Background: an optimization exercise with open tools, aiming at small area. Do not read the settings as production practice.
Only simulation tests tie the RTL to the original design; equivalence was not proved.
No activity file was given, so power comes from the tool's default toggle rates.

==> flow/design.v (excerpt) <==
module mtm_Alu (
    input  wire clk,    
    input  wire rst_n,  
    input  wire sin,    
    output wire sout    
);
clock: 8.0 ns
lec_check: 0
abc_area: 1
cap_margin: 20
core_margin: 2
core_utilization: 40
cts_buf_list: sky130_fd_sc_hd__clkbuf_16
slew_margin: 20
standard.sh (not shown) runs the stock make flow with config.mk's settings and CLKGATE_MAP_FILE= SYNTH_SCRIPT=/design/flow/synth_recipe.tcl, a recipe that flattens the netlist after the stock synthesis.
==> flow/flow/run.sh <==
#!/bin/bash
# The standard layout (standard.sh), with these changes:
#  - clock tree synthesis adds no dummy loads;
#  - the ports are buffered with buf_1.
set -euo pipefail
cd "$(dirname "$0")/.."
rm -rf scripts_area
cp -r "$FLOW_HOME/scripts" scripts_area
cp flow/abc_area.script scripts_area/abc_area.script
export SCRIPTS_DIR="$PWD/scripts_area"
export CTS_ARGS="-sink_clustering_enable -repair_clock_nets -buf_list sky130_fd_sc_hd__clkbuf_16 -dont_use_dummy_load"
export BUFFER_PORTS_ARGS="-buffer_cell sky130_fd_sc_hd__buf_1"
bash standard.sh > standard_flow.log 2>&1
==> flow/flow/abc_area.script <==
strash
&get -n
&deepsyn -T 30
&put
dch -f
amap
The baseline went through all stages and came out clean.
Edit:
--- a/flow/flow/run.sh
+++ b/flow/flow/run.sh
@@ -9,5 +9,5 @@
 cp flow/abc_area.script scripts_area/abc_area.script
 export SCRIPTS_DIR="$PWD/scripts_area"
-export CTS_ARGS="-sink_clustering_enable -repair_clock_nets -buf_list sky130_fd_sc_hd__clkbuf_16 -dont_use_dummy_load"
+export CTS_ARGS="-sink_clustering_enable -repair_clock_nets -buf_list sky130_fd_sc_hd__clkbuf_8 -dont_use_dummy_load"
 export BUFFER_PORTS_ARGS="-buffer_cell sky130_fd_sc_hd__buf_1"
 bash standard.sh > standard_flow.log 2>&1
--- a/flow/config.mk
+++ b/flow/config.mk
@@ -10,4 +10,4 @@
 export CORE_MARGIN = 2
 export CORE_UTILIZATION = 40
-export CTS_BUF_LIST = sky130_fd_sc_hd__clkbuf_16
+export CTS_BUF_LIST = sky130_fd_sc_hd__clkbuf_8
 export SLEW_MARGIN = 20
=> Combinational power is about the same; design area is lower by 2.2%; area after synthesis does not change; fmax is higher by 0.44%; setup slack improved by 0.022 ns; cell count is unchanged.


v42:
Another version of the RTL of mtm_Alu (not shown whole).
Size: ~430 cells after synthesis, roughly 94 flip-flops, roughly 4500 um2 of cells after synthesis.
Settings: LEC_CHECK=0, ABC_AREA=1, CAP_MARGIN=20, CORE_MARGIN=2, CORE_UTILIZATION=40, CTS_BUF_LIST=sky130_fd_sc_hd__clkbuf_8, SLEW_MARGIN=20; clock period 8.0 ns.
==> flow/flow/run.sh <==
#!/bin/bash
set -euo pipefail
cd "$(dirname "$0")/.."
rm -rf scripts_area
cp -r "$FLOW_HOME/scripts" scripts_area
cp flow/abc_area.script scripts_area/abc_area.script
export SCRIPTS_DIR="$PWD/scripts_area"
export CTS_ARGS="-sink_clustering_enable -repair_clock_nets -buf_list sky130_fd_sc_hd__clkbuf_8 -dont_use_dummy_load"
bash standard.sh > standard_flow.log 2>&1
Scripts as last shown in full above: flow/flow/abc_area.script
v42 finished every step from synthesis to the final layout, and the layout passed the timing, DRC and antenna checks.
Edits applied to the flow inputs when going from v42 to v30:
-- flow/flow/run.sh --
<<< v42, line 8
export CTS_ARGS="-sink_clustering_enable -repair_clock_nets -buf_list sky130_fd_sc_hd__clkbuf_8 -dont_use_dummy_load"
bash standard.sh > standard_flow.log 2>&1
>>> v30, line 8
export CTS_ARGS="-sink_clustering_enable -repair_clock_nets -buf_list sky130_fd_sc_hd__clkbuf_8 -dont_use_dummy_load"
export BUFFER_PORTS_ARGS="-buffer_cell sky130_fd_sc_hd__buf_1"
bash standard.sh > standard_flow.log 2>&1
==> comparison <==
v42 → v30: combinational share of power now smaller; final area now smaller; fraction of layout instances using a drive strength above 1 now smaller.
[inputs] v14 vs v30
==> flow/flow/run.sh <==
#!/bin/bash
set -euo pipefail
cd "$(dirname "$0")/.."
rm -rf scripts_area
cp -r "$FLOW_HOME/scripts" scripts_area
cp flow/abc_area.script scripts_area/abc_area.script
export SCRIPTS_DIR="$PWD/scripts_area"
export CTS_ARGS="-sink_clustering_enable -repair_clock_nets -root_buf sky130_fd_sc_hd__clkbuf_8 -buf_list sky130_fd_sc_hd__clkbuf_4 -dont_use_dummy_load"
bash standard.sh > standard_flow.log 2>&1
v14: no failed stages, no open violations at the end
Relative to v30, v14 improves shortest clock period the worst path allows after layout.
Diff v30 -> v14: number of tap instances shows no meaningful change, overall track demand over capacity in global routing neither gained nor lost much, required arrival time at the worst endpoint went down, tightest hold margin has decreased, clock skew increased by 0.028 ns relative to the old numbers.

-- what the ideal ports hide --
In the flow no input, the clock included, has a driving cell. The finished layouts below were timed again as built, in two steps.
Step 1 (the two cells are an assumption about what drives the block):
set clk [get_ports {clk}]
set_driving_cell -lib_cell sky130_fd_sc_hd__clkbuf_16 $clk
set_driving_cell -lib_cell sky130_fd_sc_hd__buf_2 [delete_from_list [all_inputs] $clk]
Step 2, shift: input delay + t, output delay - t, t = (earliest + latest rising clock arrival at the registers) / 2. This alone moves slack from input paths to output paths.
a / b / c = ideal ports / drivers / drivers and shift; a / b = the first two.
run | shift t [ns] | setup WS [ns] | worst setup path at the end | cell pins on the clock port's net
the first run of note 1 | 0.372 | 2.839 / 2.839 / 2.839 | register to register | 1
the second run of note 1 | 0.397 | 2.861 / 2.861 / 2.861 | register to register | 1
v42 | 0.398 | 1.499 / 1.499 / 1.499 | register to register | 1
v30 | 0.400 | 1.491 / 1.491 / 1.491 | register to register | 1
v14 | 0.398 | 1.499 / 1.499 / 1.499 | register to register | 1
After both steps every run listed still meets setup and hold.
